Background: an optimization exercise with open tools, aiming at small area. Do not read the settings as production practice.
RTL that was checked went through simulation tests only; none was proved equivalent to the original.
The RTL of run 1 was laid out without a check of its function.

## flow/design.v (module list and top-level ports; edited modules follow where they fit)
// module MatrixMultiplier: 974 lines
module MatrixMultiplier
    #(
        parameter WIDTH = 16
    )(
        input                            NRST,CLK,START,
        input      signed [WIDTH - 1: 0] A,B,
        output     signed [2*WIDTH  : 0] OUT,
        output                           OUT_STROBE
    );
  // ...
==> flow/run.sh <==
#!/bin/bash
# synth_recipe.tcl (not shown) runs the flow's synth.tcl, then flattens the netlist and writes it again
# the make line also repeats each setting of config.mk as NAME=value (left out here)
make -C /OpenROAD-flow-scripts/flow DESIGN_CONFIG=/design/flow/config.mk WORK_HOME=/design/flow/orfs CLKGATE_MAP_FILE= SYNTH_SCRIPT=/design/flow/synth_recipe.tcl finish
==> flow/config.mk <==
export PLATFORM = sky130hd
export DESIGN_NAME = MatrixMultiplier
export DESIGN_NICKNAME = MatrixMultiplier
export VERILOG_FILES = /design/flow/design.v
export SDC_FILE = /design/flow/constraint.sdc
export NUM_CORES = 4
export LEC_CHECK = 0
export CAP_MARGIN = 20
export CORE_MARGIN = 2
export CORE_UTILIZATION = 40
export SLEW_MARGIN = 20
==> flow/constraint.sdc <==
create_clock -name core_clock -period 7.5 [get_ports {CLK}]
set_input_delay 1.5000 -clock core_clock [delete_from_list [all_inputs] [get_ports {CLK}]]
set_output_delay 1.5000 -clock core_clock [all_outputs]
set_load 0.01 [all_outputs]
==> results by group, run 1 <==
Outcome
  – Status: timing/DRC/antenna clean

Placement
  – DPL Wire Length: around 21 mm

Clock tree
  – Clock sink total: 35
  – CTS Buffer Depth: 2
  – Clk Latency, worst-skew pair: about 310 ps
  – Post-CTS Setup Inserts: 0
  – CTS H-Tree Depth: 2

Drt
  – DRC Markers: 0
  – First drt pass iteration count: 5
  – Metal2 WL: between 10 and 15 mm

STA
  – Worst hold margin: 495 ps
  – Final worst setup slack: between 300 and 400 ps

Layout
  – Area of the multi-input gates: roughly 0.0074 mm^2
  – Non-filler instance count after layout: 1,408

Synthesis
  – Post-Synth Simple-Gate Area: 0.168
  – Largest family of logic cells by synthesized area: adder cells
  – Syn Std Cell Area: 0.00929 mm^2
  – Commonest cells post-synth: inv_1, fa_1, nand2_1
  – Xor/xnor share of the synthesized area: 0.0151

Setup path
  – Kind of end point of the critical path: flip-flop
  – R2r worst-path depth: 22
  – Critical R2R Launch: s1$_DFF_PN0_
  – CP Class: in2reg
  – CP max FO: 8
  – Req. time, crit path: roughly 7700 ps

Floorplanning
  – Die height: approximately 160 um
  – Die area: 0.0245 mm^2
==> run 2: changes to the inputs <==
==> flow/design.v (replaced) <==
module mm_fa(input a, b, c, output s, co);
  assign s  = a ^ b ^ c;
  assign co = (a & b) | (c & (a ^ b));
endmodule
module mm_ha(input a, b, output s, co);
  assign s  = a ^ b;
  assign co = a & b;
endmodule
module mm_benc(input b1, b0, bm1, output one, two, neg, twop, ot);
  assign one  = b0 ^ bm1;
  assign two  = (b1 & ~b0 & ~bm1) | (~b1 & b0 & bm1);
  assign neg  = b1 | (~b0 & ~bm1);
  assign twop = ~b1 & b0 & bm1;
  assign ot   = one | two;
endmodule
module mm_xnor(input a, b, output y);
  assign y = ~(a ^ b);
endmodule
module mm_aoi(input p, x, q, z, output v);
  assign v = ~((p & x) | (q & z));
endmodule
module MatrixMultiplier
    #(
        parameter WIDTH = 16
    )(
        input                            NRST,CLK,START,
        input      signed [WIDTH - 1: 0] A,B,
        output     signed [2*WIDTH  : 0] OUT,
        output                           OUT_STROBE
    );
  reg s1, s0;
  always @(posedge CLK or negedge NRST)
    if (!NRST) begin
      s1 <= 1'b0; s0 <= 1'b0;
    end else begin
      s1 <= s1 ^ s0;
      s0 <= s1 | (~s0 & START);
    end
  wire p1 = ~s1 & s0;
  assign OUT_STROBE = s1 & s0;
  reg [2*WIDTH:0] Q;
  wire [WIDTH-1:0] nA = ~A, nB = ~B;
  wire one1, two2, neg3, twop4, ot5;
  mm_benc u_one1 (.b1(B[1]), .b0(B[0]), .bm1(1'b0), .one(one1), .two(two2), .neg(neg3), .twop(twop4), .ot(ot5));
  wire y6;
  mm_xnor u_y6 (.a(A[0]), .b(neg3), .y(y6));
  wire y7;
  mm_xnor u_y7 (.a(A[1]), .b(neg3), .y(y7));
  wire y8;
  mm_xnor u_y8 (.a(A[2]), .b(neg3), .y(y8));
  wire y9;
  mm_xnor u_y9 (.a(A[3]), .b(neg3), .y(y9));
  wire y10;
  mm_xnor u_y10 (.a(A[4]), .b(neg3), .y(y10));
  wire y11;
  mm_xnor u_y11 (.a(A[5]), .b(neg3), .y(y11));
  wire y12;
  mm_xnor u_y12 (.a(A[6]), .b(neg3), .y(y12));
  wire y13;
  mm_xnor u_y13 (.a(A[7]), .b(neg3), .y(y13));
  wire y14;
  mm_xnor u_y14 (.a(A[8]), .b(neg3), .y(y14));
  wire y15;
  mm_xnor u_y15 (.a(A[9]), .b(neg3), .y(y15));
  wire y16;
  mm_xnor u_y16 (.a(A[10]), .b(neg3), .y(y16));
  wire y17;
  mm_xnor u_y17 (.a(A[11]), .b(neg3), .y(y17));
  wire y18;
  mm_xnor u_y18 (.a(A[12]), .b(neg3), .y(y18));
  wire y19;
  mm_xnor u_y19 (.a(A[13]), .b(neg3), .y(y19));
  wire y20;
  mm_xnor u_y20 (.a(A[14]), .b(neg3), .y(y20));
  wire y21;
  mm_xnor u_y21 (.a(A[15]), .b(neg3), .y(y21));
  wire pp22;
  mm_aoi u_pp22 (.p(one1), .x(y6), .q(twop4), .z(1'b1), .v(pp22));
  wire pp23;
  mm_aoi u_pp23 (.p(one1), .x(y7), .q(two2), .z(y6), .v(pp23));
  wire pp24;
  mm_aoi u_pp24 (.p(one1), .x(y8), .q(two2), .z(y7), .v(pp24));
  wire pp25;
  mm_aoi u_pp25 (.p(one1), .x(y9), .q(two2), .z(y8), .v(pp25));
  wire pp26;
  mm_aoi u_pp26 (.p(one1), .x(y10), .q(two2), .z(y9), .v(pp26));
  wire pp27;
  mm_aoi u_pp27 (.p(one1), .x(y11), .q(two2), .z(y10), .v(pp27));
  wire pp28;
  mm_aoi u_pp28 (.p(one1), .x(y12), .q(two2), .z(y11), .v(pp28));
  wire pp29;
  mm_aoi u_pp29 (.p(one1), .x(y13), .q(two2), .z(y12), .v(pp29));
  wire pp30;
  mm_aoi u_pp30 (.p(one1), .x(y14), .q(two2), .z(y13), .v(pp30));
  wire pp31;
  mm_aoi u_pp31 (.p(one1), .x(y15), .q(two2), .z(y14), .v(pp31));
  wire pp32;
  mm_aoi u_pp32 (.p(one1), .x(y16), .q(two2), .z(y15), .v(pp32));
  wire pp33;
  mm_aoi u_pp33 (.p(one1), .x(y17), .q(two2), .z(y16), .v(pp33));
  wire pp34;
  mm_aoi u_pp34 (.p(one1), .x(y18), .q(two2), .z(y17), .v(pp34));
  wire pp35;
  mm_aoi u_pp35 (.p(one1), .x(y19), .q(two2), .z(y18), .v(pp35));
  wire pp36;
  mm_aoi u_pp36 (.p(one1), .x(y20), .q(two2), .z(y19), .v(pp36));
  wire pp37;
  mm_aoi u_pp37 (.p(one1), .x(y21), .q(two2), .z(y20), .v(pp37));
  wire pp38 = y21 & ot5;
  wire one39, two40, neg41, twop42, ot43;
  mm_benc u_one39 (.b1(B[3]), .b0(B[2]), .bm1(B[1]), .one(one39), .two(two40), .neg(neg41), .twop(twop42), .ot(ot43));
  wire y44;
  mm_xnor u_y44 (.a(A[0]), .b(neg41), .y(y44));
  wire y45;
  mm_xnor u_y45 (.a(A[1]), .b(neg41), .y(y45));
  wire y46;
  mm_xnor u_y46 (.a(A[2]), .b(neg41), .y(y46));
  wire y47;
  mm_xnor u_y47 (.a(A[3]), .b(neg41), .y(y47));
  wire y48;
  mm_xnor u_y48 (.a(A[4]), .b(neg41), .y(y48));
  wire y49;
  mm_xnor u_y49 (.a(A[5]), .b(neg41), .y(y49));
  wire y50;
  mm_xnor u_y50 (.a(A[6]), .b(neg41), .y(y50));
  wire y51;
  mm_xnor u_y51 (.a(A[7]), .b(neg41), .y(y51));
  wire y52;
  mm_xnor u_y52 (.a(A[8]), .b(neg41), .y(y52));
  wire y53;
  mm_xnor u_y53 (.a(A[9]), .b(neg41), .y(y53));
  wire y54;
  mm_xnor u_y54 (.a(A[10]), .b(neg41), .y(y54));
  wire y55;
  mm_xnor u_y55 (.a(A[11]), .b(neg41), .y(y55));
  wire y56;
  mm_xnor u_y56 (.a(A[12]), .b(neg41), .y(y56));
  wire y57;
  mm_xnor u_y57 (.a(A[13]), .b(neg41), .y(y57));
  wire y58;
  mm_xnor u_y58 (.a(A[14]), .b(neg41), .y(y58));
  wire y59;
  mm_xnor u_y59 (.a(A[15]), .b(neg41), .y(y59));
  wire pp60;
  mm_aoi u_pp60 (.p(one39), .x(y44), .q(twop42), .z(1'b1), .v(pp60));
  wire pp61;
  mm_aoi u_pp61 (.p(one39), .x(y45), .q(two40), .z(y44), .v(pp61));
  wire pp62;
  mm_aoi u_pp62 (.p(one39), .x(y46), .q(two40), .z(y45), .v(pp62));
  wire pp63;
  mm_aoi u_pp63 (.p(one39), .x(y47), .q(two40), .z(y46), .v(pp63));
  wire pp64;
  mm_aoi u_pp64 (.p(one39), .x(y48), .q(two40), .z(y47), .v(pp64));
  wire pp65;
  mm_aoi u_pp65 (.p(one39), .x(y49), .q(two40), .z(y48), .v(pp65));
  wire pp66;
  mm_aoi u_pp66 (.p(one39), .x(y50), .q(two40), .z(y49), .v(pp66));
  wire pp67;
  mm_aoi u_pp67 (.p(one39), .x(y51), .q(two40), .z(y50), .v(pp67));
  wire pp68;
  mm_aoi u_pp68 (.p(one39), .x(y52), .q(two40), .z(y51), .v(pp68));
  wire pp69;
  mm_aoi u_pp69 (.p(one39), .x(y53), .q(two40), .z(y52), .v(pp69));
  wire pp70;
  mm_aoi u_pp70 (.p(one39), .x(y54), .q(two40), .z(y53), .v(pp70));
  wire pp71;
  mm_aoi u_pp71 (.p(one39), .x(y55), .q(two40), .z(y54), .v(pp71));
  wire pp72;
  mm_aoi u_pp72 (.p(one39), .x(y56), .q(two40), .z(y55), .v(pp72));
  wire pp73;
  mm_aoi u_pp73 (.p(one39), .x(y57), .q(two40), .z(y56), .v(pp73));
  wire pp74;
  mm_aoi u_pp74 (.p(one39), .x(y58), .q(two40), .z(y57), .v(pp74));
  wire pp75;
  mm_aoi u_pp75 (.p(one39), .x(y59), .q(two40), .z(y58), .v(pp75));
  wire pp76 = y59 & ot43;
  wire one77, two78, neg79, twop80, ot81;
  mm_benc u_one77 (.b1(B[5]), .b0(B[4]), .bm1(B[3]), .one(one77), .two(two78), .neg(neg79), .twop(twop80), .ot(ot81));
  wire y82;
  mm_xnor u_y82 (.a(A[0]), .b(neg79), .y(y82));
  wire y83;
  mm_xnor u_y83 (.a(A[1]), .b(neg79), .y(y83));
  wire y84;
  mm_xnor u_y84 (.a(A[2]), .b(neg79), .y(y84));
  wire y85;
  mm_xnor u_y85 (.a(A[3]), .b(neg79), .y(y85));
  wire y86;
  mm_xnor u_y86 (.a(A[4]), .b(neg79), .y(y86));
  wire y87;
  mm_xnor u_y87 (.a(A[5]), .b(neg79), .y(y87));
  wire y88;
  mm_xnor u_y88 (.a(A[6]), .b(neg79), .y(y88));
  wire y89;
  mm_xnor u_y89 (.a(A[7]), .b(neg79), .y(y89));
  wire y90;
  mm_xnor u_y90 (.a(A[8]), .b(neg79), .y(y90));
  wire y91;
  mm_xnor u_y91 (.a(A[9]), .b(neg79), .y(y91));
  wire y92;
  mm_xnor u_y92 (.a(A[10]), .b(neg79), .y(y92));
  wire y93;
  mm_xnor u_y93 (.a(A[11]), .b(neg79), .y(y93));
  wire y94;
  mm_xnor u_y94 (.a(A[12]), .b(neg79), .y(y94));
  wire y95;
  mm_xnor u_y95 (.a(A[13]), .b(neg79), .y(y95));
  wire y96;
  mm_xnor u_y96 (.a(A[14]), .b(neg79), .y(y96));
  wire y97;
  mm_xnor u_y97 (.a(A[15]), .b(neg79), .y(y97));
  wire pp98;
  mm_aoi u_pp98 (.p(one77), .x(y82), .q(twop80), .z(1'b1), .v(pp98));
  wire pp99;
  mm_aoi u_pp99 (.p(one77), .x(y83), .q(two78), .z(y82), .v(pp99));
  wire pp100;
  mm_aoi u_pp100 (.p(one77), .x(y84), .q(two78), .z(y83), .v(pp100));
  wire pp101;
  mm_aoi u_pp101 (.p(one77), .x(y85), .q(two78), .z(y84), .v(pp101));
  wire pp102;
  mm_aoi u_pp102 (.p(one77), .x(y86), .q(two78), .z(y85), .v(pp102));
  wire pp103;
  mm_aoi u_pp103 (.p(one77), .x(y87), .q(two78), .z(y86), .v(pp103));
  wire pp104;
  mm_aoi u_pp104 (.p(one77), .x(y88), .q(two78), .z(y87), .v(pp104));
  wire pp105;
  mm_aoi u_pp105 (.p(one77), .x(y89), .q(two78), .z(y88), .v(pp105));
  wire pp106;
  mm_aoi u_pp106 (.p(one77), .x(y90), .q(two78), .z(y89), .v(pp106));
  wire pp107;
  mm_aoi u_pp107 (.p(one77), .x(y91), .q(two78), .z(y90), .v(pp107));
  wire pp108;
  mm_aoi u_pp108 (.p(one77), .x(y92), .q(two78), .z(y91), .v(pp108));
  wire pp109;
  mm_aoi u_pp109 (.p(one77), .x(y93), .q(two78), .z(y92), .v(pp109));
  wire pp110;
  mm_aoi u_pp110 (.p(one77), .x(y94), .q(two78), .z(y93), .v(pp110));
  wire pp111;
  mm_aoi u_pp111 (.p(one77), .x(y95), .q(two78), .z(y94), .v(pp111));
  wire pp112;
  mm_aoi u_pp112 (.p(one77), .x(y96), .q(two78), .z(y95), .v(pp112));
  wire pp113;
  mm_aoi u_pp113 (.p(one77), .x(y97), .q(two78), .z(y96), .v(pp113));
  wire pp114 = y97 & ot81;
  wire one115, two116, neg117, twop118, ot119;
  mm_benc u_one115 (.b1(B[7]), .b0(B[6]), .bm1(B[5]), .one(one115), .two(two116), .neg(neg117), .twop(twop118), .ot(ot119));
  wire y120;
  mm_xnor u_y120 (.a(A[0]), .b(neg117), .y(y120));
  wire y121;
  mm_xnor u_y121 (.a(A[1]), .b(neg117), .y(y121));
  wire y122;
  mm_xnor u_y122 (.a(A[2]), .b(neg117), .y(y122));
  wire y123;
  mm_xnor u_y123 (.a(A[3]), .b(neg117), .y(y123));
  wire y124;
  mm_xnor u_y124 (.a(A[4]), .b(neg117), .y(y124));
  wire y125;
  mm_xnor u_y125 (.a(A[5]), .b(neg117), .y(y125));
  wire y126;
  mm_xnor u_y126 (.a(A[6]), .b(neg117), .y(y126));
  wire y127;
  mm_xnor u_y127 (.a(A[7]), .b(neg117), .y(y127));
  wire y128;
  mm_xnor u_y128 (.a(A[8]), .b(neg117), .y(y128));
  wire y129;
  mm_xnor u_y129 (.a(A[9]), .b(neg117), .y(y129));
  wire y130;
  mm_xnor u_y130 (.a(A[10]), .b(neg117), .y(y130));
  wire y131;
  mm_xnor u_y131 (.a(A[11]), .b(neg117), .y(y131));
  wire y132;
  mm_xnor u_y132 (.a(A[12]), .b(neg117), .y(y132));
  wire y133;
  mm_xnor u_y133 (.a(A[13]), .b(neg117), .y(y133));
  wire y134;
  mm_xnor u_y134 (.a(A[14]), .b(neg117), .y(y134));
  wire y135;
  mm_xnor u_y135 (.a(A[15]), .b(neg117), .y(y135));
  wire pp136;
  mm_aoi u_pp136 (.p(one115), .x(y120), .q(twop118), .z(1'b1), .v(pp136));
  wire pp137;
  mm_aoi u_pp137 (.p(one115), .x(y121), .q(two116), .z(y120), .v(pp137));
  wire pp138;
  mm_aoi u_pp138 (.p(one115), .x(y122), .q(two116), .z(y121), .v(pp138));
  wire pp139;
  mm_aoi u_pp139 (.p(one115), .x(y123), .q(two116), .z(y122), .v(pp139));
  wire pp140;
  mm_aoi u_pp140 (.p(one115), .x(y124), .q(two116), .z(y123), .v(pp140));
  wire pp141;
  mm_aoi u_pp141 (.p(one115), .x(y125), .q(two116), .z(y124), .v(pp141));
  wire pp142;
  mm_aoi u_pp142 (.p(one115), .x(y126), .q(two116), .z(y125), .v(pp142));
  wire pp143;
  mm_aoi u_pp143 (.p(one115), .x(y127), .q(two116), .z(y126), .v(pp143));
  wire pp144;
  mm_aoi u_pp144 (.p(one115), .x(y128), .q(two116), .z(y127), .v(pp144));
  wire pp145;
  mm_aoi u_pp145 (.p(one115), .x(y129), .q(two116), .z(y128), .v(pp145));
  wire pp146;
  mm_aoi u_pp146 (.p(one115), .x(y130), .q(two116), .z(y129), .v(pp146));
  wire pp147;
  mm_aoi u_pp147 (.p(one115), .x(y131), .q(two116), .z(y130), .v(pp147));
  wire pp148;
  mm_aoi u_pp148 (.p(one115), .x(y132), .q(two116), .z(y131), .v(pp148));
  wire pp149;
  mm_aoi u_pp149 (.p(one115), .x(y133), .q(two116), .z(y132), .v(pp149));
  wire pp150;
  mm_aoi u_pp150 (.p(one115), .x(y134), .q(two116), .z(y133), .v(pp150));
  wire pp151;
  mm_aoi u_pp151 (.p(one115), .x(y135), .q(two116), .z(y134), .v(pp151));
  wire pp152 = y135 & ot119;
  wire one153, two154, neg155, twop156, ot157;
  mm_benc u_one153 (.b1(B[9]), .b0(B[8]), .bm1(B[7]), .one(one153), .two(two154), .neg(neg155), .twop(twop156), .ot(ot157));
  wire y158;
  mm_xnor u_y158 (.a(A[0]), .b(neg155), .y(y158));
  wire y159;
  mm_xnor u_y159 (.a(A[1]), .b(neg155), .y(y159));
  wire y160;
  mm_xnor u_y160 (.a(A[2]), .b(neg155), .y(y160));
  wire y161;
  mm_xnor u_y161 (.a(A[3]), .b(neg155), .y(y161));
  wire y162;
  mm_xnor u_y162 (.a(A[4]), .b(neg155), .y(y162));
  wire y163;
  mm_xnor u_y163 (.a(A[5]), .b(neg155), .y(y163));
  wire y164;
  mm_xnor u_y164 (.a(A[6]), .b(neg155), .y(y164));
  wire y165;
  mm_xnor u_y165 (.a(A[7]), .b(neg155), .y(y165));
  wire y166;
  mm_xnor u_y166 (.a(A[8]), .b(neg155), .y(y166));
  wire y167;
  mm_xnor u_y167 (.a(A[9]), .b(neg155), .y(y167));
  wire y168;
  mm_xnor u_y168 (.a(A[10]), .b(neg155), .y(y168));
  wire y169;
  mm_xnor u_y169 (.a(A[11]), .b(neg155), .y(y169));
  wire y170;
  mm_xnor u_y170 (.a(A[12]), .b(neg155), .y(y170));
  wire y171;
  mm_xnor u_y171 (.a(A[13]), .b(neg155), .y(y171));
  wire y172;
  mm_xnor u_y172 (.a(A[14]), .b(neg155), .y(y172));
  wire y173;
  mm_xnor u_y173 (.a(A[15]), .b(neg155), .y(y173));
  wire pp174;
  mm_aoi u_pp174 (.p(one153), .x(y158), .q(twop156), .z(1'b1), .v(pp174));
  wire pp175;
  mm_aoi u_pp175 (.p(one153), .x(y159), .q(two154), .z(y158), .v(pp175));
  wire pp176;
  mm_aoi u_pp176 (.p(one153), .x(y160), .q(two154), .z(y159), .v(pp176));
  wire pp177;
  mm_aoi u_pp177 (.p(one153), .x(y161), .q(two154), .z(y160), .v(pp177));
  wire pp178;
  mm_aoi u_pp178 (.p(one153), .x(y162), .q(two154), .z(y161), .v(pp178));
  wire pp179;
  mm_aoi u_pp179 (.p(one153), .x(y163), .q(two154), .z(y162), .v(pp179));
  wire pp180;
  mm_aoi u_pp180 (.p(one153), .x(y164), .q(two154), .z(y163), .v(pp180));
  wire pp181;
  mm_aoi u_pp181 (.p(one153), .x(y165), .q(two154), .z(y164), .v(pp181));
  wire pp182;
  mm_aoi u_pp182 (.p(one153), .x(y166), .q(two154), .z(y165), .v(pp182));
  wire pp183;
  mm_aoi u_pp183 (.p(one153), .x(y167), .q(two154), .z(y166), .v(pp183));
  wire pp184;
  mm_aoi u_pp184 (.p(one153), .x(y168), .q(two154), .z(y167), .v(pp184));
  wire pp185;
  mm_aoi u_pp185 (.p(one153), .x(y169), .q(two154), .z(y168), .v(pp185));
  wire pp186;
  mm_aoi u_pp186 (.p(one153), .x(y170), .q(two154), .z(y169), .v(pp186));
  wire pp187;
  mm_aoi u_pp187 (.p(one153), .x(y171), .q(two154), .z(y170), .v(pp187));
  wire pp188;
  mm_aoi u_pp188 (.p(one153), .x(y172), .q(two154), .z(y171), .v(pp188));
  wire pp189;
  mm_aoi u_pp189 (.p(one153), .x(y173), .q(two154), .z(y172), .v(pp189));
  wire pp190 = y173 & ot157;
  wire one191, two192, neg193, twop194, ot195;
  mm_benc u_one191 (.b1(B[11]), .b0(B[10]), .bm1(B[9]), .one(one191), .two(two192), .neg(neg193), .twop(twop194), .ot(ot195));
  wire y196;
  mm_xnor u_y196 (.a(A[0]), .b(neg193), .y(y196));
  wire y197;
  mm_xnor u_y197 (.a(A[1]), .b(neg193), .y(y197));
  wire y198;
  mm_xnor u_y198 (.a(A[2]), .b(neg193), .y(y198));
  wire y199;
  mm_xnor u_y199 (.a(A[3]), .b(neg193), .y(y199));
  wire y200;
  mm_xnor u_y200 (.a(A[4]), .b(neg193), .y(y200));
  wire y201;
  mm_xnor u_y201 (.a(A[5]), .b(neg193), .y(y201));
  wire y202;
  mm_xnor u_y202 (.a(A[6]), .b(neg193), .y(y202));
  wire y203;
  mm_xnor u_y203 (.a(A[7]), .b(neg193), .y(y203));
  wire y204;
  mm_xnor u_y204 (.a(A[8]), .b(neg193), .y(y204));
  wire y205;
  mm_xnor u_y205 (.a(A[9]), .b(neg193), .y(y205));
  wire y206;
  mm_xnor u_y206 (.a(A[10]), .b(neg193), .y(y206));
  wire y207;
  mm_xnor u_y207 (.a(A[11]), .b(neg193), .y(y207));
  wire y208;
  mm_xnor u_y208 (.a(A[12]), .b(neg193), .y(y208));
  wire y209;
  mm_xnor u_y209 (.a(A[13]), .b(neg193), .y(y209));
  wire y210;
  mm_xnor u_y210 (.a(A[14]), .b(neg193), .y(y210));
  wire y211;
  mm_xnor u_y211 (.a(A[15]), .b(neg193), .y(y211));
  wire pp212;
  mm_aoi u_pp212 (.p(one191), .x(y196), .q(twop194), .z(1'b1), .v(pp212));
  wire pp213;
  mm_aoi u_pp213 (.p(one191), .x(y197), .q(two192), .z(y196), .v(pp213));
  wire pp214;
  mm_aoi u_pp214 (.p(one191), .x(y198), .q(two192), .z(y197), .v(pp214));
  wire pp215;
  mm_aoi u_pp215 (.p(one191), .x(y199), .q(two192), .z(y198), .v(pp215));
  wire pp216;
  mm_aoi u_pp216 (.p(one191), .x(y200), .q(two192), .z(y199), .v(pp216));
  wire pp217;
  mm_aoi u_pp217 (.p(one191), .x(y201), .q(two192), .z(y200), .v(pp217));
  wire pp218;
  mm_aoi u_pp218 (.p(one191), .x(y202), .q(two192), .z(y201), .v(pp218));
  wire pp219;
  mm_aoi u_pp219 (.p(one191), .x(y203), .q(two192), .z(y202), .v(pp219));
  wire pp220;
  mm_aoi u_pp220 (.p(one191), .x(y204), .q(two192), .z(y203), .v(pp220));
  wire pp221;
  mm_aoi u_pp221 (.p(one191), .x(y205), .q(two192), .z(y204), .v(pp221));
  wire pp222;
  mm_aoi u_pp222 (.p(one191), .x(y206), .q(two192), .z(y205), .v(pp222));
  wire pp223;
  mm_aoi u_pp223 (.p(one191), .x(y207), .q(two192), .z(y206), .v(pp223));
  wire pp224;
  mm_aoi u_pp224 (.p(one191), .x(y208), .q(two192), .z(y207), .v(pp224));
  wire pp225;
  mm_aoi u_pp225 (.p(one191), .x(y209), .q(two192), .z(y208), .v(pp225));
  wire pp226;
  mm_aoi u_pp226 (.p(one191), .x(y210), .q(two192), .z(y209), .v(pp226));
  wire pp227;
  mm_aoi u_pp227 (.p(one191), .x(y211), .q(two192), .z(y210), .v(pp227));
  wire pp228 = y211 & ot195;
  wire one229, two230, neg231, twop232, ot233;
  mm_benc u_one229 (.b1(B[13]), .b0(B[12]), .bm1(B[11]), .one(one229), .two(two230), .neg(neg231), .twop(twop232), .ot(ot233));
  wire y234;
  mm_xnor u_y234 (.a(A[0]), .b(neg231), .y(y234));
  wire y235;
  mm_xnor u_y235 (.a(A[1]), .b(neg231), .y(y235));
  wire y236;
  mm_xnor u_y236 (.a(A[2]), .b(neg231), .y(y236));
  wire y237;
  mm_xnor u_y237 (.a(A[3]), .b(neg231), .y(y237));
  wire y238;
  mm_xnor u_y238 (.a(A[4]), .b(neg231), .y(y238));
  wire y239;
  mm_xnor u_y239 (.a(A[5]), .b(neg231), .y(y239));
  wire y240;
  mm_xnor u_y240 (.a(A[6]), .b(neg231), .y(y240));
  wire y241;
  mm_xnor u_y241 (.a(A[7]), .b(neg231), .y(y241));
  wire y242;
  mm_xnor u_y242 (.a(A[8]), .b(neg231), .y(y242));
  wire y243;
  mm_xnor u_y243 (.a(A[9]), .b(neg231), .y(y243));
  wire y244;
  mm_xnor u_y244 (.a(A[10]), .b(neg231), .y(y244));
  wire y245;
  mm_xnor u_y245 (.a(A[11]), .b(neg231), .y(y245));
  wire y246;
  mm_xnor u_y246 (.a(A[12]), .b(neg231), .y(y246));
  wire y247;
  mm_xnor u_y247 (.a(A[13]), .b(neg231), .y(y247));
  wire y248;
  mm_xnor u_y248 (.a(A[14]), .b(neg231), .y(y248));
  wire y249;
  mm_xnor u_y249 (.a(A[15]), .b(neg231), .y(y249));
  wire pp250;
  mm_aoi u_pp250 (.p(one229), .x(y234), .q(twop232), .z(1'b1), .v(pp250));
  wire pp251;
  mm_aoi u_pp251 (.p(one229), .x(y235), .q(two230), .z(y234), .v(pp251));
  wire pp252;
  mm_aoi u_pp252 (.p(one229), .x(y236), .q(two230), .z(y235), .v(pp252));
  wire pp253;
  mm_aoi u_pp253 (.p(one229), .x(y237), .q(two230), .z(y236), .v(pp253));
  wire pp254;
  mm_aoi u_pp254 (.p(one229), .x(y238), .q(two230), .z(y237), .v(pp254));
  wire pp255;
  mm_aoi u_pp255 (.p(one229), .x(y239), .q(two230), .z(y238), .v(pp255));
  wire pp256;
  mm_aoi u_pp256 (.p(one229), .x(y240), .q(two230), .z(y239), .v(pp256));
  wire pp257;
  mm_aoi u_pp257 (.p(one229), .x(y241), .q(two230), .z(y240), .v(pp257));
  wire pp258;
  mm_aoi u_pp258 (.p(one229), .x(y242), .q(two230), .z(y241), .v(pp258));
  wire pp259;
  mm_aoi u_pp259 (.p(one229), .x(y243), .q(two230), .z(y242), .v(pp259));
  wire pp260;
  mm_aoi u_pp260 (.p(one229), .x(y244), .q(two230), .z(y243), .v(pp260));
  wire pp261;
  mm_aoi u_pp261 (.p(one229), .x(y245), .q(two230), .z(y244), .v(pp261));
  wire pp262;
  mm_aoi u_pp262 (.p(one229), .x(y246), .q(two230), .z(y245), .v(pp262));
  wire pp263;
  mm_aoi u_pp263 (.p(one229), .x(y247), .q(two230), .z(y246), .v(pp263));
  wire pp264;
  mm_aoi u_pp264 (.p(one229), .x(y248), .q(two230), .z(y247), .v(pp264));
  wire pp265;
  mm_aoi u_pp265 (.p(one229), .x(y249), .q(two230), .z(y248), .v(pp265));
  wire pp266 = y249 & ot233;
  wire one267, two268, neg269, twop270, ot271;
  mm_benc u_one267 (.b1(B[15]), .b0(B[14]), .bm1(B[13]), .one(one267), .two(two268), .neg(neg269), .twop(twop270), .ot(ot271));
  wire y272;
  mm_xnor u_y272 (.a(A[0]), .b(neg269), .y(y272));
  wire y273;
  mm_xnor u_y273 (.a(A[1]), .b(neg269), .y(y273));
  wire y274;
  mm_xnor u_y274 (.a(A[2]), .b(neg269), .y(y274));
  wire y275;
  mm_xnor u_y275 (.a(A[3]), .b(neg269), .y(y275));
  wire y276;
  mm_xnor u_y276 (.a(A[4]), .b(neg269), .y(y276));
  wire y277;
  mm_xnor u_y277 (.a(A[5]), .b(neg269), .y(y277));
  wire y278;
  mm_xnor u_y278 (.a(A[6]), .b(neg269), .y(y278));
  wire y279;
  mm_xnor u_y279 (.a(A[7]), .b(neg269), .y(y279));
  wire y280;
  mm_xnor u_y280 (.a(A[8]), .b(neg269), .y(y280));
  wire y281;
  mm_xnor u_y281 (.a(A[9]), .b(neg269), .y(y281));
  wire y282;
  mm_xnor u_y282 (.a(A[10]), .b(neg269), .y(y282));
  wire y283;
  mm_xnor u_y283 (.a(A[11]), .b(neg269), .y(y283));
  wire y284;
  mm_xnor u_y284 (.a(A[12]), .b(neg269), .y(y284));
  wire y285;
  mm_xnor u_y285 (.a(A[13]), .b(neg269), .y(y285));
  wire y286;
  mm_xnor u_y286 (.a(A[14]), .b(neg269), .y(y286));
  wire y287;
  mm_xnor u_y287 (.a(A[15]), .b(neg269), .y(y287));
  wire pp288;
  mm_aoi u_pp288 (.p(one267), .x(y272), .q(twop270), .z(1'b1), .v(pp288));
  wire pp289;
  mm_aoi u_pp289 (.p(one267), .x(y273), .q(two268), .z(y272), .v(pp289));
  wire pp290;
  mm_aoi u_pp290 (.p(one267), .x(y274), .q(two268), .z(y273), .v(pp290));
  wire pp291;
  mm_aoi u_pp291 (.p(one267), .x(y275), .q(two268), .z(y274), .v(pp291));
  wire pp292;
  mm_aoi u_pp292 (.p(one267), .x(y276), .q(two268), .z(y275), .v(pp292));
  wire pp293;
  mm_aoi u_pp293 (.p(one267), .x(y277), .q(two268), .z(y276), .v(pp293));
  wire pp294;
  mm_aoi u_pp294 (.p(one267), .x(y278), .q(two268), .z(y277), .v(pp294));
  wire pp295;
  mm_aoi u_pp295 (.p(one267), .x(y279), .q(two268), .z(y278), .v(pp295));
  wire pp296;
  mm_aoi u_pp296 (.p(one267), .x(y280), .q(two268), .z(y279), .v(pp296));
  wire pp297;
  mm_aoi u_pp297 (.p(one267), .x(y281), .q(two268), .z(y280), .v(pp297));
  wire pp298;
  mm_aoi u_pp298 (.p(one267), .x(y282), .q(two268), .z(y281), .v(pp298));
  wire pp299;
  mm_aoi u_pp299 (.p(one267), .x(y283), .q(two268), .z(y282), .v(pp299));
  wire pp300;
  mm_aoi u_pp300 (.p(one267), .x(y284), .q(two268), .z(y283), .v(pp300));
  wire pp301;
  mm_aoi u_pp301 (.p(one267), .x(y285), .q(two268), .z(y284), .v(pp301));
  wire pp302;
  mm_aoi u_pp302 (.p(one267), .x(y286), .q(two268), .z(y285), .v(pp302));
  wire pp303;
  mm_aoi u_pp303 (.p(one267), .x(y287), .q(two268), .z(y286), .v(pp303));
  wire pp304 = y287 & ot271;
  wire m305 = ~p1 & Q[0];
  wire m306 = ~p1 & Q[1];
  wire m307 = ~p1 & Q[2];
  wire m308 = ~p1 & Q[3];
  wire m309 = ~p1 & Q[4];
  wire m310 = ~p1 & Q[5];
  wire m311 = ~p1 & Q[6];
  wire m312 = ~p1 & Q[7];
  wire m313 = ~p1 & Q[8];
  wire m314 = ~p1 & Q[9];
  wire m315 = ~p1 & Q[10];
  wire m316 = ~p1 & Q[11];
  wire m317 = ~p1 & Q[12];
  wire m318 = ~p1 & Q[13];
  wire m319 = ~p1 & Q[14];
  wire m320 = ~p1 & Q[15];
  wire m321 = ~p1 & Q[16];
  wire m322 = p1 | Q[17];
  wire m323 = p1 | Q[18];
  wire m324 = ~p1 & Q[19];
  wire m325 = p1 | Q[20];
  wire m326 = ~p1 & Q[21];
  wire m327 = p1 | Q[22];
  wire m328 = ~p1 & Q[23];
  wire m329 = p1 | Q[24];
  wire m330 = ~p1 & Q[25];
  wire m331 = p1 | Q[26];
  wire m332 = ~p1 & Q[27];
  wire m333 = p1 | Q[28];
  wire m334 = ~p1 & Q[29];
  wire m335 = p1 | Q[30];
  wire m336 = ~p1 & Q[31];
  wire m337 = p1 | Q[32];
  wire s338, c339;
  mm_ha u_s338 (.a(m319), .b(neg269), .s(s338), .co(c339));
  wire s340, c341;
  mm_ha u_s340 (.a(m320), .b(pp109), .s(s340), .co(c341));
  wire s342, c343;
  mm_ha u_s342 (.a(m321), .b(pp110), .s(s342), .co(c343));
  wire s344, c345;
  mm_ha u_s344 (.a(m313), .b(neg155), .s(s344), .co(c345));
  wire s346, c347;
  mm_ha u_s346 (.a(m314), .b(pp103), .s(s346), .co(c347));
  wire s348, c349;
  mm_fa u_s348 (.a(m315), .b(neg193), .c(pp104), .s(s348), .co(c349));
  wire s350, c351;
  mm_ha u_s350 (.a(pp140), .b(pp176), .s(s350), .co(c351));
  wire s352, c353;
  mm_fa u_s352 (.a(m316), .b(pp105), .c(pp141), .s(s352), .co(c353));
  wire s354, c355;
  mm_ha u_s354 (.a(pp177), .b(pp213), .s(s354), .co(c355));
  wire s356, c357;
  mm_fa u_s356 (.a(m317), .b(neg231), .c(pp106), .s(s356), .co(c357));
  wire s358, c359;
  mm_fa u_s358 (.a(pp142), .b(pp178), .c(pp214), .s(s358), .co(c359));
  wire s360, c361;
  mm_ha u_s360 (.a(pp250), .b(pp34), .s(s360), .co(c361));
  wire s362, c363;
  mm_fa u_s362 (.a(m318), .b(pp107), .c(pp143), .s(s362), .co(c363));
  wire s364, c365;
  mm_fa u_s364 (.a(pp179), .b(pp215), .c(pp251), .s(s364), .co(c365));
  wire s366, c367;
  mm_ha u_s366 (.a(pp35), .b(pp71), .s(s366), .co(c367));
  wire s368, c369;
  mm_fa u_s368 (.a(s338), .b(pp108), .c(pp144), .s(s368), .co(c369));
  wire s370, c371;
  mm_fa u_s370 (.a(pp180), .b(pp216), .c(pp252), .s(s370), .co(c371));
  wire s372, c373;
  mm_fa u_s372 (.a(pp288), .b(pp36), .c(pp72), .s(s372), .co(c373));
  wire s374, c375;
  mm_fa u_s374 (.a(c339), .b(pp145), .c(pp181), .s(s374), .co(c375));
  wire s376, c377;
  mm_fa u_s376 (.a(pp217), .b(pp253), .c(pp289), .s(s376), .co(c377));
  wire s378, c379;
  mm_fa u_s378 (.a(pp37), .b(pp73), .c(s340), .s(s378), .co(c379));
  wire s380, c381;
  mm_fa u_s380 (.a(pp146), .b(pp182), .c(pp218), .s(s380), .co(c381));
  wire s382, c383;
  mm_fa u_s382 (.a(pp254), .b(pp290), .c(pp38), .s(s382), .co(c383));
  wire s384, c385;
  mm_fa u_s384 (.a(pp74), .b(c341), .c(s342), .s(s384), .co(c385));
  wire s386, c387;
  mm_fa u_s386 (.a(m322), .b(pp111), .c(pp147), .s(s386), .co(c387));
  wire s388, c389;
  mm_fa u_s388 (.a(pp183), .b(pp219), .c(pp255), .s(s388), .co(c389));
  wire s390, c391;
  mm_fa u_s390 (.a(pp291), .b(pp75), .c(c343), .s(s390), .co(c391));
  wire s392, c393;
  mm_fa u_s392 (.a(m323), .b(pp112), .c(pp148), .s(s392), .co(c393));
  wire s394, c395;
  mm_fa u_s394 (.a(pp184), .b(pp220), .c(pp256), .s(s394), .co(c395));
  wire s396, c397;
  mm_ha u_s396 (.a(pp292), .b(pp76), .s(s396), .co(c397));
  wire s398, c399;
  mm_fa u_s398 (.a(m324), .b(pp113), .c(pp149), .s(s398), .co(c399));
  wire s400, c401;
  mm_fa u_s400 (.a(pp185), .b(pp221), .c(pp257), .s(s400), .co(c401));
  wire s402, c403;
  mm_fa u_s402 (.a(m325), .b(pp114), .c(pp150), .s(s402), .co(c403));
  wire s404, c405;
  mm_ha u_s404 (.a(pp186), .b(pp222), .s(s404), .co(c405));
  wire s406, c407;
  mm_fa u_s406 (.a(m326), .b(pp151), .c(pp187), .s(s406), .co(c407));
  wire s408, c409;
  mm_ha u_s408 (.a(m327), .b(pp152), .s(s408), .co(c409));
  wire s410, c411;
  mm_ha u_s410 (.a(m309), .b(neg79), .s(s410), .co(c411));
  wire s412, c413;
  mm_ha u_s412 (.a(m310), .b(pp27), .s(s412), .co(c413));
  wire s414, c415;
  mm_fa u_s414 (.a(m311), .b(neg117), .c(pp100), .s(s414), .co(c415));
  wire s416, c417;
  mm_ha u_s416 (.a(pp136), .b(pp28), .s(s416), .co(c417));
  wire s418, c419;
  mm_fa u_s418 (.a(m312), .b(pp101), .c(pp137), .s(s418), .co(c419));
  wire s420, c421;
  mm_ha u_s420 (.a(pp29), .b(pp65), .s(s420), .co(c421));
  wire s422, c423;
  mm_fa u_s422 (.a(s344), .b(pp102), .c(pp138), .s(s422), .co(c423));
  wire s424, c425;
  mm_fa u_s424 (.a(pp174), .b(pp30), .c(pp66), .s(s424), .co(c425));
  wire s426, c427;
  mm_fa u_s426 (.a(c345), .b(pp139), .c(pp175), .s(s426), .co(c427));
  wire s428, c429;
  mm_fa u_s428 (.a(pp31), .b(pp67), .c(s346), .s(s428), .co(c429));
  wire s430, c431;
  mm_fa u_s430 (.a(pp212), .b(pp32), .c(pp68), .s(s430), .co(c431));
  wire s432, c433;
  mm_fa u_s432 (.a(c347), .b(s350), .c(s348), .s(s432), .co(c433));
  wire s434, c435;
  mm_fa u_s434 (.a(pp33), .b(pp69), .c(c351), .s(s434), .co(c435));
  wire s436, c437;
  mm_fa u_s436 (.a(s354), .b(c349), .c(s352), .s(s436), .co(c437));
  wire s438, c439;
  mm_fa u_s438 (.a(pp70), .b(c355), .c(s360), .s(s438), .co(c439));
  wire s440, c441;
  mm_fa u_s440 (.a(c353), .b(s356), .c(s358), .s(s440), .co(c441));
  wire s442, c443;
  mm_fa u_s442 (.a(c361), .b(s366), .c(c357), .s(s442), .co(c443));
  wire s444, c445;
  mm_fa u_s444 (.a(c359), .b(s362), .c(s364), .s(s444), .co(c445));
  wire s446, c447;
  mm_fa u_s446 (.a(c367), .b(c363), .c(c365), .s(s446), .co(c447));
  wire s448, c449;
  mm_fa u_s448 (.a(s368), .b(s370), .c(s372), .s(s448), .co(c449));
  wire s450, c451;
  mm_fa u_s450 (.a(c369), .b(c371), .c(c373), .s(s450), .co(c451));
  wire s452, c453;
  mm_fa u_s452 (.a(s374), .b(s376), .c(s378), .s(s452), .co(c453));
  wire s454, c455;
  mm_fa u_s454 (.a(c375), .b(c377), .c(s380), .s(s454), .co(c455));
  wire s456, c457;
  mm_fa u_s456 (.a(s382), .b(c379), .c(s384), .s(s456), .co(c457));
  wire s458, c459;
  mm_fa u_s458 (.a(c381), .b(c383), .c(s386), .s(s458), .co(c459));
  wire s460, c461;
  mm_fa u_s460 (.a(s388), .b(c385), .c(s390), .s(s460), .co(c461));
  wire s462, c463;
  mm_fa u_s462 (.a(s396), .b(c387), .c(c389), .s(s462), .co(c463));
  wire s464, c465;
  mm_fa u_s464 (.a(s392), .b(s394), .c(c391), .s(s464), .co(c465));
  wire s466, c467;
  mm_fa u_s466 (.a(pp293), .b(c397), .c(c393), .s(s466), .co(c467));
  wire s468, c469;
  mm_fa u_s468 (.a(c395), .b(s398), .c(s400), .s(s468), .co(c469));
  wire s470, c471;
  mm_fa u_s470 (.a(pp258), .b(pp294), .c(s404), .s(s470), .co(c471));
  wire s472, c473;
  mm_fa u_s472 (.a(c399), .b(c401), .c(s402), .s(s472), .co(c473));
  wire s474, c475;
  mm_fa u_s474 (.a(pp223), .b(pp259), .c(pp295), .s(s474), .co(c475));
  wire s476, c477;
  mm_fa u_s476 (.a(c405), .b(c403), .c(s406), .s(s476), .co(c477));
  wire s478, c479;
  mm_fa u_s478 (.a(pp188), .b(pp224), .c(pp260), .s(s478), .co(c479));
  wire s480, c481;
  mm_fa u_s480 (.a(pp296), .b(s408), .c(c407), .s(s480), .co(c481));
  wire s482, c483;
  mm_fa u_s482 (.a(m328), .b(pp189), .c(pp225), .s(s482), .co(c483));
  wire s484, c485;
  mm_fa u_s484 (.a(pp261), .b(pp297), .c(c409), .s(s484), .co(c485));
  wire s486, c487;
  mm_fa u_s486 (.a(m329), .b(pp190), .c(pp226), .s(s486), .co(c487));
  wire s488, c489;
  mm_ha u_s488 (.a(pp262), .b(pp298), .s(s488), .co(c489));
  wire s490, c491;
  mm_fa u_s490 (.a(m330), .b(pp227), .c(pp263), .s(s490), .co(c491));
  wire s492, c493;
  mm_ha u_s492 (.a(m331), .b(pp228), .s(s492), .co(c493));
  wire s494, c495;
  mm_ha u_s494 (.a(m307), .b(neg41), .s(s494), .co(c495));
  wire s496, c497;
  mm_ha u_s496 (.a(m308), .b(pp25), .s(s496), .co(c497));
  wire s498, c499;
  mm_fa u_s498 (.a(s410), .b(pp26), .c(pp62), .s(s498), .co(c499));
  wire s500, c501;
  mm_fa u_s500 (.a(c411), .b(pp63), .c(pp99), .s(s500), .co(c501));
  wire s502, c503;
  mm_fa u_s502 (.a(pp64), .b(c413), .c(s416), .s(s502), .co(c503));
  wire s504, c505;
  mm_fa u_s504 (.a(c417), .b(s420), .c(c415), .s(s504), .co(c505));
  wire s506, c507;
  mm_fa u_s506 (.a(c421), .b(c419), .c(s422), .s(s506), .co(c507));
  wire s508, c509;
  mm_fa u_s508 (.a(c423), .b(c425), .c(s426), .s(s508), .co(c509));
  wire s510, c511;
  mm_fa u_s510 (.a(c427), .b(s430), .c(c429), .s(s510), .co(c511));
  wire s512, c513;
  mm_fa u_s512 (.a(c431), .b(s434), .c(c433), .s(s512), .co(c513));
  wire s514, c515;
  mm_fa u_s514 (.a(c435), .b(s438), .c(c437), .s(s514), .co(c515));
  wire s516, c517;
  mm_fa u_s516 (.a(c439), .b(c441), .c(s442), .s(s516), .co(c517));
  wire s518, c519;
  mm_fa u_s518 (.a(c443), .b(c445), .c(s446), .s(s518), .co(c519));
  wire s520, c521;
  mm_fa u_s520 (.a(c447), .b(c449), .c(s450), .s(s520), .co(c521));
  wire s522, c523;
  mm_fa u_s522 (.a(c451), .b(s454), .c(c453), .s(s522), .co(c523));
  wire s524, c525;
  mm_fa u_s524 (.a(c455), .b(s458), .c(c457), .s(s524), .co(c525));
  wire s526, c527;
  mm_fa u_s526 (.a(c459), .b(s462), .c(c461), .s(s526), .co(c527));
  wire s528, c529;
  mm_fa u_s528 (.a(c463), .b(s466), .c(s468), .s(s528), .co(c529));
  wire s530, c531;
  mm_fa u_s530 (.a(s470), .b(c467), .c(c469), .s(s530), .co(c531));
  wire s532, c533;
  mm_fa u_s532 (.a(s474), .b(c471), .c(c473), .s(s532), .co(c533));
  wire s534, c535;
  mm_fa u_s534 (.a(c475), .b(s478), .c(c477), .s(s534), .co(c535));
  wire s536, c537;
  mm_fa u_s536 (.a(c479), .b(s482), .c(s484), .s(s536), .co(c537));
  wire s538, c539;
  mm_fa u_s538 (.a(s488), .b(c483), .c(s486), .s(s538), .co(c539));
  wire s540, c541;
  mm_fa u_s540 (.a(pp299), .b(c489), .c(c487), .s(s540), .co(c541));
  wire s542, c543;
  mm_fa u_s542 (.a(pp264), .b(pp300), .c(s492), .s(s542), .co(c543));
  wire s544, c545;
  mm_fa u_s544 (.a(m332), .b(pp265), .c(pp301), .s(s544), .co(c545));
  wire s546, c547;
  mm_ha u_s546 (.a(m333), .b(pp266), .s(s546), .co(c547));
  wire s548, c549;
  mm_ha u_s548 (.a(m305), .b(neg3), .s(s548), .co(c549));
  wire s550, c551;
  mm_ha u_s550 (.a(m306), .b(pp23), .s(s550), .co(c551));
  wire s552, c553;
  mm_fa u_s552 (.a(s494), .b(pp24), .c(pp60), .s(s552), .co(c553));
  wire s554, c555;
  mm_fa u_s554 (.a(c495), .b(pp61), .c(s496), .s(s554), .co(c555));
  wire s556, c557;
  mm_fa u_s556 (.a(pp98), .b(c497), .c(s498), .s(s556), .co(c557));
  wire s558, c559;
  mm_fa u_s558 (.a(s412), .b(c499), .c(s500), .s(s558), .co(c559));
  wire s560, c561;
  mm_fa u_s560 (.a(c501), .b(s414), .c(s502), .s(s560), .co(c561));
  wire s562, c563;
  mm_fa u_s562 (.a(s418), .b(c503), .c(s504), .s(s562), .co(c563));
  wire s564, c565;
  mm_fa u_s564 (.a(s424), .b(c505), .c(s506), .s(s564), .co(c565));
  wire s566, c567;
  mm_fa u_s566 (.a(s428), .b(c507), .c(s508), .s(s566), .co(c567));
  wire s568, c569;
  mm_fa u_s568 (.a(c509), .b(s432), .c(s510), .s(s568), .co(c569));
  wire s570, c571;
  mm_fa u_s570 (.a(s436), .b(c511), .c(s512), .s(s570), .co(c571));
  wire s572, c573;
  mm_fa u_s572 (.a(s440), .b(c513), .c(s514), .s(s572), .co(c573));
  wire s574, c575;
  mm_fa u_s574 (.a(s444), .b(c515), .c(s516), .s(s574), .co(c575));
  wire s576, c577;
  mm_fa u_s576 (.a(s448), .b(c517), .c(s518), .s(s576), .co(c577));
  wire s578, c579;
  mm_fa u_s578 (.a(s452), .b(c519), .c(s520), .s(s578), .co(c579));
  wire s580, c581;
  mm_fa u_s580 (.a(s456), .b(c521), .c(s522), .s(s580), .co(c581));
  wire s582, c583;
  mm_fa u_s582 (.a(s460), .b(c523), .c(s524), .s(s582), .co(c583));
  wire s584, c585;
  mm_fa u_s584 (.a(s464), .b(c525), .c(s526), .s(s584), .co(c585));
  wire s586, c587;
  mm_fa u_s586 (.a(c465), .b(s528), .c(c527), .s(s586), .co(c587));
  wire s588, c589;
  mm_fa u_s588 (.a(s472), .b(c529), .c(s530), .s(s588), .co(c589));
  wire s590, c591;
  mm_fa u_s590 (.a(s476), .b(c531), .c(s532), .s(s590), .co(c591));
  wire s592, c593;
  mm_fa u_s592 (.a(s480), .b(c533), .c(s534), .s(s592), .co(c593));
  wire s594, c595;
  mm_fa u_s594 (.a(c481), .b(s536), .c(c535), .s(s594), .co(c595));
  wire s596, c597;
  mm_fa u_s596 (.a(c485), .b(s538), .c(c537), .s(s596), .co(c597));
  wire s598, c599;
  mm_fa u_s598 (.a(s490), .b(c539), .c(s540), .s(s598), .co(c599));
  wire s600, c601;
  mm_fa u_s600 (.a(c491), .b(s542), .c(c541), .s(s600), .co(c601));
  wire s602, c603;
  mm_fa u_s602 (.a(c493), .b(s544), .c(c543), .s(s602), .co(c603));
  wire s604, c605;
  mm_fa u_s604 (.a(pp302), .b(s546), .c(c545), .s(s604), .co(c605));
  wire s606, c607;
  mm_fa u_s606 (.a(m334), .b(pp303), .c(c547), .s(s606), .co(c607));
  wire s608, c609;
  mm_ha u_s608 (.a(m335), .b(pp304), .s(s608), .co(c609));
  wire s610, c611;
  mm_ha u_s610 (.a(s548), .b(pp22), .s(s610), .co(c611));
  wire s612, c613;
  mm_fa u_s612 (.a(c549), .b(c611), .c(s550), .s(s612), .co(c613));
  wire s614, c615;
  mm_fa u_s614 (.a(c551), .b(s552), .c(c613), .s(s614), .co(c615));
  wire s616, c617;
  mm_fa u_s616 (.a(c553), .b(s554), .c(c615), .s(s616), .co(c617));
  wire s618, c619;
  mm_fa u_s618 (.a(c555), .b(s556), .c(c617), .s(s618), .co(c619));
  wire s620, c621;
  mm_fa u_s620 (.a(c557), .b(s558), .c(c619), .s(s620), .co(c621));
  wire s622, c623;
  mm_ha u_s622 (.a(c559), .b(s560), .s(s622), .co(c623));
  wire s624, c625;
  mm_ha u_s624 (.a(c561), .b(s562), .s(s624), .co(c625));
  wire s626, c627;
  mm_ha u_s626 (.a(c563), .b(s564), .s(s626), .co(c627));
  wire s628, c629;
  mm_ha u_s628 (.a(c565), .b(s566), .s(s628), .co(c629));
  wire s630, c631;
  mm_ha u_s630 (.a(c567), .b(s568), .s(s630), .co(c631));
  wire s632, c633;
  mm_ha u_s632 (.a(c569), .b(s570), .s(s632), .co(c633));
  wire s634, c635;
  mm_ha u_s634 (.a(c571), .b(s572), .s(s634), .co(c635));
  wire s636, c637;
  mm_ha u_s636 (.a(c573), .b(s574), .s(s636), .co(c637));
  wire s638, c639;
  mm_ha u_s638 (.a(c575), .b(s576), .s(s638), .co(c639));
  wire s640, c641;
  mm_ha u_s640 (.a(c577), .b(s578), .s(s640), .co(c641));
  wire s642, c643;
  mm_ha u_s642 (.a(c579), .b(s580), .s(s642), .co(c643));
  wire s644, c645;
  mm_ha u_s644 (.a(c581), .b(s582), .s(s644), .co(c645));
  wire s646, c647;
  mm_ha u_s646 (.a(c583), .b(s584), .s(s646), .co(c647));
  wire s648, c649;
  mm_ha u_s648 (.a(c585), .b(s586), .s(s648), .co(c649));
  wire s650, c651;
  mm_ha u_s650 (.a(c587), .b(s588), .s(s650), .co(c651));
  wire s652, c653;
  mm_ha u_s652 (.a(c589), .b(s590), .s(s652), .co(c653));
  wire s654, c655;
  mm_ha u_s654 (.a(c591), .b(s592), .s(s654), .co(c655));
  wire s656, c657;
  mm_ha u_s656 (.a(c593), .b(s594), .s(s656), .co(c657));
  wire s658, c659;
  mm_ha u_s658 (.a(c595), .b(s596), .s(s658), .co(c659));
  wire s660, c661;
  mm_ha u_s660 (.a(c597), .b(s598), .s(s660), .co(c661));
  wire s662, c663;
  mm_ha u_s662 (.a(c599), .b(s600), .s(s662), .co(c663));
  wire s664, c665;
  mm_ha u_s664 (.a(c601), .b(s602), .s(s664), .co(c665));
  wire s666, c667;
  mm_ha u_s666 (.a(c603), .b(s604), .s(s666), .co(c667));
  wire s668, c669;
  mm_ha u_s668 (.a(c605), .b(s606), .s(s668), .co(c669));
  wire s670, c671;
  mm_ha u_s670 (.a(c607), .b(s608), .s(s670), .co(c671));
  wire s672, c673;
  mm_ha u_s672 (.a(c609), .b(m336), .s(s672), .co(c673));
  wire G674 = c623 | (s622 & c621);
  wire G675 = c627 | (s626 & c625);
  wire P676 = s626 & s624;
  wire G677 = c631 | (s630 & c629);
  wire P678 = s630 & s628;
  wire G679 = c635 | (s634 & c633);
  wire P680 = s634 & s632;
  wire G681 = c639 | (s638 & c637);
  wire P682 = s638 & s636;
  wire G683 = c643 | (s642 & c641);
  wire P684 = s642 & s640;
  wire G685 = c647 | (s646 & c645);
  wire P686 = s646 & s644;
  wire G687 = c651 | (s650 & c649);
  wire P688 = s650 & s648;
  wire G689 = c655 | (s654 & c653);
  wire P690 = s654 & s652;
  wire G691 = c659 | (s658 & c657);
  wire P692 = s658 & s656;
  wire G693 = c663 | (s662 & c661);
  wire P694 = s662 & s660;
  wire G695 = c667 | (s666 & c665);
  wire P696 = s666 & s664;
  wire G697 = c671 | (s670 & c669);
  wire P698 = s670 & s668;
  wire G699 = 1'b0 | (m337 & c673);
  wire P700 = m337 & s672;
  wire G701 = G675 | (P676 & G674);
  wire G702 = G679 | (P680 & G677);
  wire P703 = P680 & P678;
  wire G704 = G683 | (P684 & G681);
  wire P705 = P684 & P682;
  wire G706 = G687 | (P688 & G685);
  wire P707 = P688 & P686;
  wire G708 = G691 | (P692 & G689);
  wire P709 = P692 & P690;
  wire G710 = G695 | (P696 & G693);
  wire P711 = P696 & P694;
  wire G712 = G699 | (P700 & G697);
  wire P713 = P700 & P698;
  wire G714 = G702 | (P703 & G701);
  wire G715 = G706 | (P707 & G704);
  wire P716 = P707 & P705;
  wire G717 = G710 | (P711 & G708);
  wire P718 = P711 & P709;
  wire G719 = G715 | (P716 & G714);
  wire G720 = G717 | (P718 & G719);
  wire G721 = G704 | (P705 & G714);
  wire G722 = G708 | (P709 & G719);
  wire G723 = G712 | (P713 & G720);
  wire G724 = G677 | (P678 & G701);
  wire G725 = G681 | (P682 & G714);
  wire G726 = G685 | (P686 & G721);
  wire G727 = G689 | (P690 & G719);
  wire G728 = G693 | (P694 & G722);
  wire G729 = G697 | (P698 & G720);
  wire G730 = c625 | (s624 & G674);
  wire G731 = c629 | (s628 & G701);
  wire G732 = c633 | (s632 & G724);
  wire G733 = c637 | (s636 & G714);
  wire G734 = c641 | (s640 & G725);
  wire G735 = c645 | (s644 & G721);
  wire G736 = c649 | (s648 & G726);
  wire G737 = c653 | (s652 & G719);
  wire G738 = c657 | (s656 & G727);
  wire G739 = c661 | (s660 & G722);
  wire G740 = c665 | (s664 & G728);
  wire G741 = c669 | (s668 & G720);
  wire G742 = c673 | (s672 & G729);
  wire S743 = s622 ^ c621;
  wire S744 = s624 ^ G674;
  wire S745 = s626 ^ G730;
  wire S746 = s628 ^ G701;
  wire S747 = s630 ^ G731;
  wire S748 = s632 ^ G724;
  wire S749 = s634 ^ G732;
  wire S750 = s636 ^ G714;
  wire S751 = s638 ^ G733;
  wire S752 = s640 ^ G725;
  wire S753 = s642 ^ G734;
  wire S754 = s644 ^ G721;
  wire S755 = s646 ^ G735;
  wire S756 = s648 ^ G726;
  wire S757 = s650 ^ G736;
  wire S758 = s652 ^ G719;
  wire S759 = s654 ^ G737;
  wire S760 = s656 ^ G727;
  wire S761 = s658 ^ G738;
  wire S762 = s660 ^ G722;
  wire S763 = s662 ^ G739;
  wire S764 = s664 ^ G728;
  wire S765 = s666 ^ G740;
  wire S766 = s668 ^ G720;
  wire S767 = s670 ^ G741;
  wire S768 = s672 ^ G729;
  wire S769 = m337 ^ G742;
  wire [2*WIDTH:0] S = {S769, S768, S767, S766, S765, S764, S763, S762, S761, S760, S759, S758, S757, S756, S755, S754, S753, S752, S751, S750, S749, S748, S747, S746, S745, S744, S743, s620, s618, s616, s614, s612, s610};
  always @(posedge CLK)
    Q <= S;
  assign OUT = Q;
endmodule
==> flow/flow/run.sh (new file) <==
#!/bin/bash
# Layout flow: the standard ORFS flow (standard.sh, standard synthesis unchanged) with two
# changes:
#  1. after synthesis, flow/downsize.py sets the combinational cells ABC upsized back to their
#     drive-strength-1 variant (same footprint and function); repair_design / repair_timing in
#     the later steps size up again where timing needs it. Flip-flops are not touched.
#  2. buffer_ports gives every input and output port a sky130_fd_sc_hd__buf_2 instead of the
#     delay buffer it picks by default.
# Each step's full output goes to a log file in this folder.
set -euo pipefail
ARGS=("BUFFER_PORTS_ARGS=-buffer_cell sky130_fd_sc_hd__buf_2")
R=orfs/results/${FLOW_PLATFORM:-sky130hd}/MatrixMultiplier/base
bash standard.sh "${ARGS[@]}" synth > flow_synth.log 2>&1
python3 flow/downsize.py "$FLOW_HOME/platforms/sky130hd/lib/sky130_fd_sc_hd__tt_025C_1v80.lib" \
  "$R/1_2_yosys.v" > flow_downsize.log 2>&1
rm -f "$R/1_synth.odb"
bash standard.sh "${ARGS[@]}" finish > flow_finish.log 2>&1
==> flow/flow/downsize.py (new file) <==
#!/usr/bin/env python3
"""Set every combinational cell of a Yosys netlist to the drive strength 1 (or 0) variant of
the same footprint in the liberty file: ABC sizes cells for a delay target far below the real
one. The flow's repair_design and repair_timing size cells up again where timing needs it.
Flip-flops, buffers, inverters and clock cells are left as they are.
usage: downsize.py LIBERTY NETLIST"""
import re, sys
lib, net = sys.argv[1], sys.argv[2]
txt = open(lib).read()
heads = list(re.finditer(r'\bcell\s*\(\s*"?(sky130_fd_sc_hd__\w+)"?\s*\)', txt))
foot = {}
for k, m in enumerate(heads):
    end = heads[k + 1].start() if k + 1 < len(heads) else len(txt)
    f = re.search(r'cell_footprint\s*:\s*"?([^";]+)', txt[m.end():end])
    if f:
        foot[m.group(1)] = f.group(1).strip()
SKIP = re.compile(r'sky130_fd_sc_hd__(df|sdf|edf|dl|sedf|clk|buf|inv|conb|tap|fill|decap|ha|fa)')
def smallest(cell):
    mm = re.match(r'(sky130_fd_sc_hd__[a-z0-9]+)_(\d+)$', cell)
    if not mm or cell not in foot or SKIP.match(cell):
        return cell
    for s in ('1', '0'):
        c = f"{mm.group(1)}_{s}"
        if int(s) < int(mm.group(2)) and c in foot and foot[c] == foot[cell]:
            return c
    return cell
src = open(net).read()
count = {}
def sub(m):
    c = m.group(2); n = smallest(c)
    if n != c:
        count[(c, n)] = count.get((c, n), 0) + 1
    return m.group(1) + n + m.group(3)
out = re.sub(r'^(\s*)(sky130_fd_sc_hd__\w+)(\s)', sub, src, flags=re.M)
for (c, n), k in sorted(count.items()):
    print(f"{c} -> {n}: {k}")
open(net, 'w').write(out)
==> flow/standard.sh (new file) <==
#!/bin/bash
# synth_recipe.tcl (not shown) runs the flow's synth.tcl, then flattens the netlist and writes it again
# the make line also repeats each setting of config.mk as NAME=value (left out here)
make -C /OpenROAD-flow-scripts/flow DESIGN_CONFIG=/design/flow/config.mk WORK_HOME=/design/flow/orfs CLKGATE_MAP_FILE= SYNTH_SCRIPT=/design/flow/synth_recipe.tcl "${@:-finish}"
==> flow/config.mk (replaced) <==
export PLATFORM = sky130hd
export DESIGN_NAME = MatrixMultiplier
export DESIGN_NICKNAME = MatrixMultiplier
export VERILOG_FILES = /design/flow/design.v
export SDC_FILE = /design/flow/constraint.sdc
export NUM_CORES = 4
export LEC_CHECK = 0
export CAP_MARGIN = 20
export CORE_MARGIN = 2
export CORE_UTILIZATION = 40
export CTS_BUF_LIST = sky130_fd_sc_hd__clkbuf_4 sky130_fd_sc_hd__clkbuf_8
export SLEW_MARGIN = 20
export SYNTH_HIERARCHICAL = 1
removed: flow/run.sh
==> run 2 against run 1 <==
Compared with the run above:
- non-clock buffer count shrank 53
- critical endpoint is now Q[32]$_DFF_P_
- register-to-register slack gained 570 ps
- via count shrank 18%
- global-route usage shrank 0.86 points
- utilization shrank 2.8 points
- hold slack lost 1.0 ps
- largest cell class unchanged
- critical path type unchanged
- area after synthesis shrank 22%
==> results by group, run 2 <==
Placement
  – Port Buf Inserts: 68 (unchanged)
  – Routability cong.: 0.878 (was 0.911)
  – Cells after DPL: 1,007 (was 1,399)
  – Worst Setup Slack post-DPL: 427 ps (was 4.57 ps)
  – DPL Wire Length: 16.0 mm (was 21.2 mm)

Outcome
  – Status: timing/DRC/antenna clean (unchanged)

Synthesis
  – Cell count after synthesis: 685 (was 1,009)
  – Synth warn: 7 (was 1)
  – Syn Std Cell Area: 0.00721 mm^2 (was 0.00929 mm^2)
  – Avg Inst Size Synth: 10.5 um^2 (was 9.21 um^2)

Setup path
  – Critical Path Slowest Stage Cell: fa_1 (was clkdlybuf4s50_1)
  – WP buf/inv: 3 (was 6)
  – Crit-path cells: buf_2, inv_1, ha_1, or2_0, buf_4, xnor2_1, a22oi_1, fa_1, fa_1, fa_1, fa_1, fa_1, ha_1, o211ai_1, nand2_1, a31o_1, a31o_1, a21oi_1, a31oi_1, ha_1, nor2_1, xor2_1 (was clkdlybuf4s50_1, and2_1, fa_1, fa_1, inv_1, fa_1, fa_1, inv_1, fa_1, fa_1, inv_1, ha_1, a21oi_1, o21ai_1, a221oi_2, buf_4, o31ai_4, buf_4, a31oi_1, fa_1)
  – Critical Path AT: 7010 ps (was 7380 ps)
  – CP startpoint kind: primary input (unchanged)
  – Kind of end point of the critical path: flip-flop (unchanged)
  – CP max FO: 14 (was 8)
  – CP Class: in2reg (unchanged)
  – Req. time, crit path: 7760 ps (was 7700 ps)
  – Most used cell, CP: fa_1 (unchanged)
  – Crit path launch: B[0] (was A[11])
  – Slowest stage delay, CP: 510 ps (was 650 ps)
  – Crit-path leading delay family: adder cells (unchanged)
  – Critical R2R Launch: s1$_DFF_PN0_ (unchanged)

Global route
  – Vias in the first global route: 6,080 (was 7,468)
  – Largest net degree at the start of global routing: 18 (was 16)
  – Initial antenna violation count: 1 (unchanged)
  – Global-route wire length before repair: 32.3 mm (was 40.5 mm)
  – Global Route Usage Sum: 0.212 (was 0.221)
  – Total gr overflow: 0 (unchanged)

Floorplanning
  – Die height: 138 um (was 156 um)
  – Die W: 138 um (was 156 um)
  – Site row count: 49 (was 55)
  – Core Area: 0.0178 mm^2 (was 0.0227 mm^2)
  – Initial Util: 0.404 (was 0.409)
  – I/O pins: 69 (unchanged)
  – Die area: 0.0191 mm^2 (was 0.0245 mm^2)

Layout
  – Non-filler instance count after layout: 1,015 (was 1,408)
  – Share of cells above drive strength 1: 0.121 (was 0.0865)
  – Most frequent cells in the layout: xnor2_1, a22oi_1, fa_1, ha_1, buf_2 (was inv_1, fa_1, nand2_1, and2_1, buf_4)
  – Synthesis-to-finish area growth: 12.2% (was 17.6%)
  – Largest registers: Q x33, s0 x1, s1 x1 (unchanged)
  – Fill count: 1,754 (was 2,208)
  – Antenna Diode Count: 0 (was 1)
  – Post-layout nets: 1,012 (was 1,445)
  – Commonest non-fill, non-tap cell in the layout: xnor2_1 (was inv_1)
  – Largest Register: Q (unchanged)
  – Max reg flops: 33 (unchanged)

STA
  – Max-slew headroom: 0.381 (was 0.664)
  – Worst hold margin: 494 ps (was 495 ps)
  – Post-layout min period: 6750 ps (was 7190 ps)
  – Tcrit/Tclk final: 0.900 (was 0.958)
  – Final setup TNS: 0 ps (unchanged)
  – Tightest Pin Transition: 928 ps (was 499 ps)
  – RSZ-0062 raised after global routing: false (unchanged)
  – Endpoints failing hold: 0 (unchanged)
  – Clk_skew: 7.86 ps (was 16.2 ps)
  – Final worst setup slack: 749 ps (was 313 ps)
  – Fin. max-slew vios: 0 (unchanged)
  – Final setup vio count: 0 (unchanged)
  – F_max: 0.148 GHz (was 0.139 GHz)

Clock tree
  – Post-CTS Setup Inserts: 0 (unchanged)
  – Clock transition at path regs: 80 ps (about the same)
  – Hold_buf cts: 0 (unchanged)
  – CTS root buf: clkbuf_8 (was clkbuf_16)
  – CTS Buffer Depth: 2 (unchanged)
  – CTS tree: done (unchanged)
  – Clock sink total: 35 (unchanged)
  – TritonCTS buffer count: 5 (unchanged)
  – Clk Latency, worst-skew pair: 320 ps (was 310 ps)
  – CTS H-Tree Depth: 2 (unchanged)
  – Post-CTS Resized: 0 (unchanged)

Flow run
  – Max_cap viols: 0 (unchanged)

Drt
  – Total wire length: 19.6 mm (was 25.0 mm)
  – Post-DRT Antenna Nets: 0 (unchanged)
  – First drt pass iteration count: 6 (was 5)
  – Wire per inst: 19.3 um (was 17.7 um)
  – Initial drt markers: 527 (was 416)
  – Via count: 5,600 (was 6,834)
  – DR vias/cell: 5.52 (was 4.85)
  – DRC Markers: 0 (unchanged)

Hold path
  – Hold WC Path Type: reg2reg (unchanged)
  – Hold path startpoint: s0$_DFF_PN0_ (unchanged)
==> run 2: worst paths after layout <==
path	slack [ps]	cells past startpoint	end
max	750	22	Q[32]$_DFF_P_
min in group asynchronous	940	1	s1$_DFF_PN0_
min	490	1	s0$_DFF_PN0_
max in group asynchronous	6470	1	s0$_DFF_PN0_
max reg2reg	1630	20	Q[32]$_DFF_P_
min reg2reg	490	1	s0$_DFF_PN0_
==> run 2: metrics by stage <==
step,area (um^2),util
2_1_floorplan,7240,-
4_1_cts,8090,0.453
5_1_grt,8090,0.453
6_report,8090,0.453
3_3_place_gp,8000,0.448
3_5_place_dp,8000,0.448
==> run 2: cell type report <==
type,instances,area [um^2],share of cell area
Multi-Input combinational cell,616,6370,0.788
Sequential cell,35,711,0.0878
Timing Repair Buffer,87,483,0.0597
Tap cell,229,287,0.0354
Inverter,40,150,0.0186
Clock buffer,5,68.8,0.00851
Clock inverter,3,20.0,0.00247
==> run 2: routing by layer <==
layer,GRT usage,vias up,routed length (um)
met5,0,-,7
met4,0.0537,2,365
met3,0.0360,27,1180
met2,0.345,208,9270
met1,0.296,2720,8750
li1,-,2643,-
==> run 2: worst register-to-register path, cell delays in order (launching register included) <==
cell and delay [ps]:
dfrtp_1 390, inv_1 70, ha_1 630, nor2b_1 120, ha_1 320, ha_1 220
fa_1 420, fa_1 400, fa_1 420, fa_1 410, fa_1 400, ha_1 220
o211ai_1 190, nand2_1 110, a31o_1 320, a31o_1 310, a21oi_1 290, a31oi_1 130
ha_1 190, nor2_1 120, xor2_1 130

[port drivers added, routing unchanged]
In the flow no input, the clock included, has a driving cell. The finished layouts below were timed again as built, in two steps.
Step 1: set_driving_cell puts a clkbuf_16 on CLK and a buf_2 on each other input, an assumption about the parent block.
Step 2, shift: input delay + t, output delay - t, t = (earliest + latest rising clock arrival at the registers) / 2. This alone moves slack from input paths to output paths.
Slacks: ideal / step 1 / step 2; pairs: ideal / step 1.
run	t, ns	setup WS [ns]
run 1	0.352	0.313 / 0.336 / -0.016
run 2	0.357	0.749 / 0.753 / 0.396
With both steps, setup timing fails in run 1, where it was met with ideal ports.
